This is an optimization exercise on Yosys and OpenROAD, whose aim is small area, not a production implementation. Function was checked by simulation only, so behaviour that the tests miss may differ from the original.

## CORDIC_top
module CORDIC_top #(parameter WIDTH = 16 , parameter ITERATIONS = 32) (
    input clk,
    input signed [WIDTH-1:0] x_start,
    input signed [WIDTH-1:0] y_start,
    input signed [31:0] angle_in,
    output signed [WIDTH-1:0] sine,
    output signed [WIDTH-1:0] cosine
);
wire [27:0] za;
wire [3:0] zsel;
wire s1;
wire sin_sign, cos_sign;
quad_logic quad_logic_DUT(
    .angle_in(angle_in),
    .za_out(za),
    .zsel_out(zsel),
    .s1_out(s1),
    .sin_sign(sin_sign),
    .cos_sign(cos_sign)
);
CORDIC CORDIC_DUT(
    .clk(clk),
    .x_start(x_start),
    .y_start(y_start),
    .za_in(za),
    .zsel_in(zsel),
    .s1_in(s1),
    .sin_sign(sin_sign),
    .cos_sign(cos_sign),
    .sine(sine),
    .cosine(cosine)
);
endmodule
For scale: ~13000 cells after synthesis, roughly 2300 flip-flops, ~97 I/O pins, about 120000 µm² of cells after synthesis.
clock: 6.0 ns
lec_check: 0
cap_margin: 20
core_margin: 2
core_utilization: 40
slew_margin: 20
standard.sh (not shown) runs the stock make flow with config.mk's settings and CLKGATE_MAP_FILE= SYNTH_SCRIPT=/design/flow/synth_recipe.tcl, a recipe that flattens the netlist after the stock synthesis.
==> flow/flow/run.sh <==
#!/bin/bash
# Own flow: the standard layout, with synthesis run through flow/my_synth.tcl
# (a different ABC script and no full-adder extraction). Registers and their
# names are those of the standard synthesis.
set -euo pipefail
W=$(pwd)
export MY_WORK=$W
export MY_ABC_SCRIPT=$W/flow/abc_area.script
# synthesis only, with our script; the remaining steps are the standard.sh
make -C "$FLOW_HOME" DESIGN_CONFIG="$W/config.mk" WORK_HOME="$W/orfs" CLKGATE_MAP_FILE= \
  SYNTH_SCRIPT="$W/flow/my_synth.tcl" synth > "$W/own_synth.log" 2>&1
bash "$W/standard.sh" > "$W/own_standard.log" 2>&1
==> flow/flow/abc_area.script <==
&get -n
&st
&dch
&nf -R 1000
&put
topo
buffer -N 10
upsize -D 4500
dnsize -D 4500
stime -p
==> flow/flow/my_synth.tcl <==
# The standard synthesis (synth_recipe.tcl) with two changes for area:
# Yosys's abc calls use this flow's ABC script, and full/half adders are not
# extracted into fa/ha cells (ABC maps the adder logic itself).
proc abc {args} {
  set i [lsearch -exact $args -script]
  if {$i >= 0} { lset args [expr {$i + 1}] $::env(MY_ABC_SCRIPT) }
  puts "flow/my_synth.tcl: abc $args"
  yosys abc {*}$args
}
proc extract_fa {args} { puts "flow/my_synth.tcl: extract_fa skipped" }
source $::env(MY_WORK)/synth_recipe.tcl
Then changed:
--- a/flow/flow/run.sh
+++ b/flow/flow/run.sh
@@ -3,2 +3,3 @@
-# (a different ABC script and no full-adder extraction). Registers and their
-# names are those of the standard synthesis.
+# (a different ABC script and no full-adder extraction) and clock tree
+# synthesis without dummy loads and with small clock buffers; ports get the smallest buffer. Registers and
+# their names are those of the standard synthesis.
@@ -11,0 +13,2 @@
+export CTS_ARGS="-sink_clustering_enable -repair_clock_nets -dont_use_dummy_load -buf_list {sky130_fd_sc_hd__clkbuf_8} -sink_clustering_size 14 -sink_clustering_max_diameter 70"
+export BUFFER_PORTS_ARGS="-buffer_cell sky130_fd_sc_hd__buf_1"
==> flow/flow/abc_area.script (replaced) <==
&get -n
&st
&dch
&nf -R 20 -p -F 8 -A 4
&put
topo
buffer -N 16
upsize -D 5000
dnsize -D 5000
stime -p
After rerunning:
- worst setup slack is worse by 120 ps
- first-iteration DRC count rises by 6.9%
- routed wire length falls by 2.5%
- cell area falls by 7.6%

========
Another version of the RTL of CORDIC_top (not shown whole).
Size in the first run: ~15000 cells after synthesis, about 2400 flip-flops, ~150000 um2 of cells after synthesis.
export LEC_CHECK = 0
export CAP_MARGIN = 20
export CORE_MARGIN = 2
export CORE_UTILIZATION = 40
export SLEW_MARGIN = 20
create_clock -name core_clock -period 6.0 [get_ports {clk}]
run.sh (not shown) runs the stock make flow with config.mk's settings and CLKGATE_MAP_FILE= SYNTH_SCRIPT=/design/flow/synth_recipe.tcl, a recipe that flattens the netlist after the stock synthesis.
Stock flow here: none of the scripts above is used.
The starting point completed without violations.
Change:
==> flow/flow/run.sh (new file) <==
#!/bin/bash
# Own flow: the standard layout, with synthesis run through flow/my_synth.tcl
# (a different ABC script and no full-adder extraction). Registers and their
# names are those of the standard synthesis.
set -euo pipefail
W=$(pwd)
export MY_WORK=$W
export MY_ABC_SCRIPT=$W/flow/abc_area.script
# synthesis only, with our script; the remaining steps are the standard.sh
make -C "$FLOW_HOME" DESIGN_CONFIG="$W/config.mk" WORK_HOME="$W/orfs" CLKGATE_MAP_FILE= \
  SYNTH_SCRIPT="$W/flow/my_synth.tcl" synth > "$W/own_synth.log" 2>&1
bash "$W/standard.sh" > "$W/own_standard.log" 2>&1
==> flow/flow/abc_area.script (new file) <==
strash
dch
map -D 4500
topo
buffer -N 10
upsize -D 4500
dnsize -D 4500
stime -p
==> flow/flow/my_synth.tcl (new file) <==
# The standard synthesis (synth_recipe.tcl) with two changes for area:
# Yosys's abc calls use this flow's ABC script, and full/half adders are not
# extracted into fa/ha cells (ABC maps the adder logic itself).
proc abc {args} {
  set i [lsearch -exact $args -script]
  if {$i >= 0} { lset args [expr {$i + 1}] $::env(MY_ABC_SCRIPT) }
  puts "flow/my_synth.tcl: abc $args"
  yosys abc {*}$args
}
proc extract_fa {args} { puts "flow/my_synth.tcl: extract_fa skipped" }
source $::env(MY_WORK)/synth_recipe.tcl
==> flow/standard.sh (new file) <==
#!/bin/bash
# synth_recipe.tcl (not shown) runs the flow's synth.tcl, then flattens the netlist and writes it again
# the make line also repeats each setting of config.mk as NAME=value (left out here)
make -C /OpenROAD-flow-scripts/flow DESIGN_CONFIG=/design/flow/config.mk WORK_HOME=/design/flow/orfs CLKGATE_MAP_FILE= SYNTH_SCRIPT=/design/flow/synth_recipe.tcl "${@:-finish}"
removed: flow/run.sh
Effect:
- count of clock-buffer cells in the layout rises by 21
- final area fell by 11%
- worst hold slack gains 0.0065 ns
- routed wire length is lower by 5.4%
- sequential share of layout area rises by 3.8 points
- area after synthesis shrinks by 12%
- critical path depth is unchanged
- via count rises by 3.9%

========
== old ==
RTL: one of the versions met above, not the one the previous note started from.
Size: about 13,000 cells after synthesis, about 97 I/O pins.
export LEC_CHECK = 0
export CAP_MARGIN = 20
export CORE_MARGIN = 2
export CORE_UTILIZATION = 40
export SLEW_MARGIN = 20
create_clock -name core_clock -period 6.0 [get_ports {clk}]
standard.sh (not shown) runs the stock make flow with config.mk's settings and CLKGATE_MAP_FILE= SYNTH_SCRIPT=/design/flow/synth_recipe.tcl, a recipe that flattens the netlist after the stock synthesis.
==> flow/flow/run.sh <==
#!/bin/bash
# Own flow: the standard layout, with synthesis run through flow/my_synth.tcl
# (a different ABC script and no full-adder extraction) and clock tree
# synthesis without dummy loads and with small clock buffers. Registers and
# their names are those of the standard synthesis.
set -euo pipefail
W=$(pwd)
export MY_WORK=$W
export MY_ABC_SCRIPT=$W/flow/abc_area.script
# synthesis only, with our script; the remaining steps are the standard.sh
make -C "$FLOW_HOME" DESIGN_CONFIG="$W/config.mk" WORK_HOME="$W/orfs" CLKGATE_MAP_FILE= \
  SYNTH_SCRIPT="$W/flow/my_synth.tcl" synth > "$W/own_synth.log" 2>&1
export CTS_ARGS="-sink_clustering_enable -repair_clock_nets -dont_use_dummy_load -buf_list {sky130_fd_sc_hd__clkbuf_4 sky130_fd_sc_hd__clkbuf_8} -sink_clustering_size 20"
bash "$W/standard.sh" > "$W/own_standard.log" 2>&1
==> flow/flow/abc_area.script <==
&get -n
&st
&dch
&nf -R 20
&put
topo
buffer -N 10
upsize -D 4500
dnsize -D 4500
stime -p
==> flow/flow/my_synth.tcl <==
# The standard synthesis (synth_recipe.tcl) with two changes for area:
# Yosys's abc calls use this flow's ABC script, and full/half adders are not
# extracted into fa/ha cells (ABC maps the adder logic itself).
proc abc {args} {
  set i [lsearch -exact $args -script]
  if {$i >= 0} { lset args [expr {$i + 1}] $::env(MY_ABC_SCRIPT) }
  puts "flow/my_synth.tcl: abc $args"
  yosys abc {*}$args
}
proc extract_fa {args} { puts "flow/my_synth.tcl: extract_fa skipped" }
source $::env(MY_WORK)/synth_recipe.tcl
What new does differently from old at the input level:
# old
export LEC_CHECK = 0
export CAP_MARGIN = 20
export CORE_MARGIN = 2
export CORE_UTILIZATION = 40
export SLEW_MARGIN = 20
create_clock -name core_clock -period 6.0 [get_ports {clk}]
# new
export LEC_CHECK = 0
export CAP_MARGIN = 20
export CORE_MARGIN = 2
export CORE_UTILIZATION = 60
export PLACE_DENSITY = 0.72
export SLEW_MARGIN = 20
create_clock -name core_clock -period 6.0 [get_ports {clk}]
==> flow/flow/run.sh <==
#!/bin/bash
# Own flow: the standard layout, with synthesis run through flow/my_synth.tcl
# (a different ABC script and no full-adder extraction) and clock tree
# synthesis without dummy loads and with small clock buffers; ports get the smallest buffer. Registers and
# their names are those of the standard synthesis.
set -euo pipefail
W=$(pwd)
export MY_WORK=$W
export MY_ABC_SCRIPT=$W/flow/abc_area.script
# synthesis only, with our script; the remaining steps are the standard.sh
make -C "$FLOW_HOME" DESIGN_CONFIG="$W/config.mk" WORK_HOME="$W/orfs" CLKGATE_MAP_FILE= \
  SYNTH_SCRIPT="$W/flow/my_synth.tcl" synth > "$W/own_synth.log" 2>&1
export CTS_ARGS="-sink_clustering_enable -repair_clock_nets -dont_use_dummy_load -buf_list {sky130_fd_sc_hd__clkbuf_8} -sink_clustering_size 14 -sink_clustering_max_diameter 70"
export BUFFER_PORTS_ARGS="-buffer_cell sky130_fd_sc_hd__buf_1"
bash "$W/standard.sh" > "$W/own_standard.log" 2>&1
-- flow/flow/abc_area.script --
<<< old, line 2
&st
&dch
&nf -R 20
&put
topo
>>> new, line 2
&st
&dch
&nf -R 20 -p -F 8 -A 4
&put
topo
==> comparison <==
new against old: clock latency on the worst-skew pair shrank by 0.07 ns, largest clock skew in the final design shrank by 0.051 ns, headroom to the max-slew limit grew by 1.2 points, utilization of the core after routing grew by 20 points. Fmax ends up lower on new. Quantity of I/O buffers inserted on ports across new and old: no real change. Relative to old, the initial antenna violation count of new is higher by 3. Summary of new over old: time the final worst path needs with I/O delays and setup shows an increase of 0.048 ns, worst reg-to-reg path cell count decreased 2, initial core utilization increased by 20 points relative to the old numbers.

========
Setup of v13:
Starting RTL as in the previous note.
Settings: LEC_CHECK=0, CAP_MARGIN=20, CORE_MARGIN=2, CORE_UTILIZATION=40, SLEW_MARGIN=20; clock period 6.0 ns.
==> flow/flow/run.sh <==
#!/bin/bash
# Own flow: the standard layout, with synthesis run through flow/my_synth.tcl
# (a different ABC script and no full-adder extraction) and clock tree
# synthesis without dummy loads and with small clock buffers; ports get the smallest buffer. Registers and
# their names are those of the standard synthesis.
set -euo pipefail
W=$(pwd)
export MY_WORK=$W
export MY_ABC_SCRIPT=$W/flow/abc_area.script
# synthesis only, with our script; the remaining steps are the standard.sh
make -C "$FLOW_HOME" DESIGN_CONFIG="$W/config.mk" WORK_HOME="$W/orfs" CLKGATE_MAP_FILE= \
  SYNTH_SCRIPT="$W/flow/my_synth.tcl" synth > "$W/own_synth.log" 2>&1
export CTS_ARGS="-sink_clustering_enable -repair_clock_nets -dont_use_dummy_load -buf_list {sky130_fd_sc_hd__clkbuf_8} -sink_clustering_size 14 -sink_clustering_max_diameter 70"
export BUFFER_PORTS_ARGS="-buffer_cell sky130_fd_sc_hd__buf_1"
bash "$W/standard.sh" > "$W/own_standard.log" 2>&1
==> flow/flow/abc_area.script <==
&get -n
&st
&dch
&nf -R 20
&put
topo
buffer -N 10
upsize -D 4500
dnsize -D 4500
stime -p
Scripts as last shown in full above: flow/flow/my_synth.tcl
#### Input delta (v45 over v13)
--- a/flow/flow/run.sh
+++ b/flow/flow/run.sh
@@ -12,3 +12,3 @@
   SYNTH_SCRIPT="$W/flow/my_synth.tcl" synth > "$W/own_synth.log" 2>&1
-export CTS_ARGS="-sink_clustering_enable -repair_clock_nets -dont_use_dummy_load -buf_list {sky130_fd_sc_hd__clkbuf_8} -sink_clustering_size 14 -sink_clustering_max_diameter 70"
+export CTS_ARGS="-sink_clustering_enable -repair_clock_nets -dont_use_dummy_load -buf_list {sky130_fd_sc_hd__clkbuf_8 sky130_fd_sc_hd__clkbuf_16} -sink_clustering_size 30 -sink_clustering_max_diameter 100"
 export BUFFER_PORTS_ARGS="-buffer_cell sky130_fd_sc_hd__buf_1"
Notes after the runs:
[compare] base=v13 new=v45: clock latency reported for the late side of the worst-skew pair went down by 140 ps; number of clock buffers in the layout went down by 91.
v45 ended with more minimum hold slack than v13.
Input changes introduced in v48 (baseline for comparison: v45):
==> flow/flow/run.sh <==
#!/bin/bash
# Own flow: the standard layout, with synthesis run through flow/my_synth.tcl
# (a different ABC script and no full-adder extraction). Registers and their
# names are those of the standard synthesis.
set -euo pipefail
W=$(pwd)
export MY_WORK=$W
export MY_ABC_SCRIPT=$W/flow/abc_area.script
# synthesis only, with our script; the remaining steps are the standard.sh
make -C "$FLOW_HOME" DESIGN_CONFIG="$W/config.mk" WORK_HOME="$W/orfs" CLKGATE_MAP_FILE= \
  SYNTH_SCRIPT="$W/flow/my_synth.tcl" synth > "$W/own_synth.log" 2>&1
bash "$W/standard.sh" > "$W/own_standard.log" 2>&1
--- a/flow/flow/abc_area.script
+++ b/flow/flow/abc_area.script
@@ -3,3 +3,3 @@
 &dch
-&nf -R 20
+&nf -R 1000
 &put
--- a/flow/config.mk
+++ b/flow/config.mk
@@ -9,3 +9,5 @@
 export CORE_MARGIN = 2
-export CORE_UTILIZATION = 40
+export CORE_UTILIZATION = 55
+export CTS_BUF_LIST = sky130_fd_sc_hd__clkbuf_4 sky130_fd_sc_hd__clkbuf_8
+export CTS_CLUSTER_SIZE = 20
 export SLEW_MARGIN = 20
--- outcome ---
v48 ends up with a final worst hold slack that is 26 ps lower than in v45.
v45 vs v48, end of the critical path: CORDIC_DUT.y19[31] vs CORDIC_DUT.y11[31]
v48 ends up with a overall routed net length that is 35000 µm higher than in v45.
Summary — area of the multi-input gates, v48 relative to v45: higher, by 1.3%.

========
CORDIC_top again, from the RTL that the note above started with.
// CORDIC_top
module CORDIC_top #(parameter WIDTH = 16 , parameter ITERATIONS = 32) (
    input clk,
    input signed [WIDTH-1:0] x_start,
    input signed [WIDTH-1:0] y_start,
    input signed [31:0] angle_in,
    output signed [WIDTH-1:0] sine,
    output signed [WIDTH-1:0] cosine
);
==> flow/config.mk <==
export PLATFORM = sky130hd
export DESIGN_NAME = CORDIC_top
export DESIGN_NICKNAME = CORDIC_top
export VERILOG_FILES = /design/flow/design.v
export SDC_FILE = /design/flow/constraint.sdc
export NUM_CORES = 4
export LEC_CHECK = 0
export CAP_MARGIN = 20
export CORE_MARGIN = 2
export CORE_UTILIZATION = 40
export SLEW_MARGIN = 20
==> flow/constraint.sdc <==
create_clock -name core_clock -period 6.0 [get_ports {clk}]
set_input_delay 1.2000 -clock core_clock [delete_from_list [all_inputs] [get_ports {clk}]]
set_output_delay 1.2000 -clock core_clock [all_outputs]
set_load 0.01 [all_outputs]
==> flow/flow/run.sh <==
#!/bin/bash
# Own flow: the standard layout, with synthesis run through flow/my_synth.tcl
# (a different ABC script and no full-adder extraction) and clock tree
# synthesis without dummy loads and with small clock buffers; ports get the smallest buffer. Registers and
# their names are those of the standard synthesis.
set -euo pipefail
W=$(pwd)
export MY_WORK=$W
export MY_ABC_SCRIPT=$W/flow/abc_area.script
# synthesis only, with our script; the remaining steps are the standard.sh
make -C "$FLOW_HOME" DESIGN_CONFIG="$W/config.mk" WORK_HOME="$W/orfs" CLKGATE_MAP_FILE= \
  SYNTH_SCRIPT="$W/flow/my_synth.tcl" synth > "$W/own_synth.log" 2>&1
export CTS_ARGS="-sink_clustering_enable -repair_clock_nets -dont_use_dummy_load -buf_list {sky130_fd_sc_hd__clkbuf_8} -sink_clustering_size 14 -sink_clustering_max_diameter 70"
export BUFFER_PORTS_ARGS="-buffer_cell sky130_fd_sc_hd__buf_1"
# timing-driven placement guides the placement but leaves no buffers behind
export GPL_KEEP_OVERFLOW=0
bash "$W/standard.sh" > "$W/own_standard.log" 2>&1
==> flow/flow/abc_area.script <==
&get -n
&st
&dch
&nf -R 20 -p -F 8 -A 4
&put
topo
buffer -N 10
upsize -D 4500
dnsize -D 4500
stime -p
Scripts as last shown in full above: flow/flow/my_synth.tcl
The baseline passed the timing, DRC and antenna checks.
Next try:
--- a/flow/flow/run.sh
+++ b/flow/flow/run.sh
@@ -12,6 +12,4 @@
   SYNTH_SCRIPT="$W/flow/my_synth.tcl" synth > "$W/own_synth.log" 2>&1
-export CTS_ARGS="-sink_clustering_enable -repair_clock_nets -dont_use_dummy_load -buf_list {sky130_fd_sc_hd__clkbuf_8} -sink_clustering_size 14 -sink_clustering_max_diameter 70"
+export CTS_ARGS="-sink_clustering_enable -repair_clock_nets -dont_use_dummy_load -buf_list {sky130_fd_sc_hd__clkbuf_4 sky130_fd_sc_hd__clkbuf_8} -sink_clustering_size 20"
 export BUFFER_PORTS_ARGS="-buffer_cell sky130_fd_sc_hd__buf_1"
-# timing-driven placement guides the placement but leaves no buffers behind
-export GPL_KEEP_OVERFLOW=0
 bash "$W/standard.sh" > "$W/own_standard.log" 2>&1
==> flow/flow/abc_area.script (replaced) <==
&get -n
&st
&dch
&nf -R 20
&put
topo
buffer -N 10
upsize -D 4500
dnsize -D 4500
stime -p
After rerunning: The new run finished clean. Synthesized area rises slightly. Final area grows by a few percent. Setup slack improved by 0.036 ns. Sequential cell count does not change. Sequential share of layout area came out lower by 0.97 points. Maximum frequency rises slightly. Global-route usage increases by 0.34 points.
Next try:
==> flow/flow/run.sh (replaced) <==
#!/bin/bash
# Own flow: the standard layout, with synthesis run through flow/my_synth.tcl
# (a different ABC script and no full-adder extraction). Registers and their
# names are those of the standard synthesis.
set -euo pipefail
W=$(pwd)
export MY_WORK=$W
export MY_ABC_SCRIPT=$W/flow/abc_area.script
# synthesis only, with our script; the remaining steps are the standard.sh
make -C "$FLOW_HOME" DESIGN_CONFIG="$W/config.mk" WORK_HOME="$W/orfs" CLKGATE_MAP_FILE= \
  SYNTH_SCRIPT="$W/flow/my_synth.tcl" synth > "$W/own_synth.log" 2>&1
bash "$W/standard.sh" > "$W/own_standard.log" 2>&1
==> flow/flow/abc_area.script (replaced) <==
&get -n
&st
&dch
&nf -R 1000
&put
topo
buffer -N 10
upsize -D 4500
dnsize -D 4500
stime -p
--- a/flow/config.mk
+++ b/flow/config.mk
@@ -7,5 +7,5 @@
 export LEC_CHECK = 0
-export CAP_MARGIN = 20
+export CAP_MARGIN = 5
 export CORE_MARGIN = 2
 export CORE_UTILIZATION = 40
-export SLEW_MARGIN = 20
+export SLEW_MARGIN = 5
Outcome: The changed run completed with no timing, DRC or antenna violations; final cell count rises by about 1.5%; global-route usage rises by 0.17 points; worst setup slack is worse by 0.012 ns; register-to-register slack hardly moves; design area rises by 4.8%; die area stays flat; core utilization rises by 2.1 points; clock-buffer cell count falls by 61; wire length rises by 0.36%; area after synthesis barely changes.

[re-timing with driven ports]
The flow's constraints put no driver on any port. The routed layouts listed below were extracted and timed again, unchanged, in two steps.
Step 1 (the two cells are an assumption about what drives the block):
set clk [get_ports {clk}]
set_driving_cell -lib_cell sky130_fd_sc_hd__clkbuf_16 $clk
set_driving_cell -lib_cell sky130_fd_sc_hd__buf_2 [delete_from_list [all_inputs] $clk]
Step 2 adds t to the input delays and takes it off the output delays; t is the mean of the earliest and latest rising clock arrival at the registers after step 1. Input paths then give back, and output paths get back, about the clock's delay inside the block.
Three values: ideal, step 1, step 2; two values: the first two.
| run | t (ns) | slack for setup (ns) | worst hold slack (ns) | latest minus earliest clock arrival (ns) | cell pins on the clock port's net |
|---|---|---|---|---|---|
| the first run of note 1 | 0.963 | 0.248 / 0.248 / 0.248 | 0.249 / 0.249 / 0.249 | 0.112 / 0.111 | 1 |
| the second run of note 1 | 1.040 | 0.124 / 0.124 / 0.124 | 0.200 / 0.200 / 0.200 | 0.171 / 0.170 | 1 |
| the first run of note 2 | 0.980 | 0.631 / 0.631 / 0.631 | 0.309 / 0.309 / 0.309 | 0.101 / 0.101 | 1 |
| the second run of note 2 | 0.978 | 0.512 / 0.512 / 0.512 | 0.315 / 0.315 / 0.315 | 0.099 / 0.099 | 1 |
| old | 1.052 | 0.222 / 0.222 / 0.222 | 0.249 / 0.249 / 0.249 | 0.169 / 0.168 | 1 |
| new | 1.014 | 0.174 / 0.174 / 0.174 | 0.254 / 0.254 / 0.254 | 0.117 / 0.117 | 1 |
| v13 | 1.038 | 0.234 / 0.234 / 0.234 | 0.255 / 0.255 / 0.255 | 0.207 / 0.206 | 1 |
| v45 | 0.922 | 0.258 / 0.258 / 0.258 | 0.273 / 0.273 / 0.273 | 0.136 / 0.137 | 1 |
| v48 | 1.121 | 0.199 / 0.199 / 0.199 | 0.248 / 0.248 / 0.248 | 0.121 / 0.121 | 1 |
| the first run of note 5 | 1.053 | 0.223 / 0.223 / -0.117 | 0.197 / 0.197 / 0.197 | 0.154 / 0.154 | 1 |
| the second run of note 5 | 1.066 | 0.259 / 0.259 / 0.259 | 0.270 / 0.270 / 0.270 | 0.155 / 0.156 | 1 |
| the third run of note 5 | 0.961 | 0.247 / 0.247 / 0.247 | 0.251 / 0.251 / 0.251 | 0.112 / 0.111 | 1 |
With both steps, setup timing fails in the first run of note 5, where it was met with ideal ports. For the first run of note 5, which loses most, drivers alone change the setup slack by 0.000 ns; drivers and shift together by -0.340 ns.
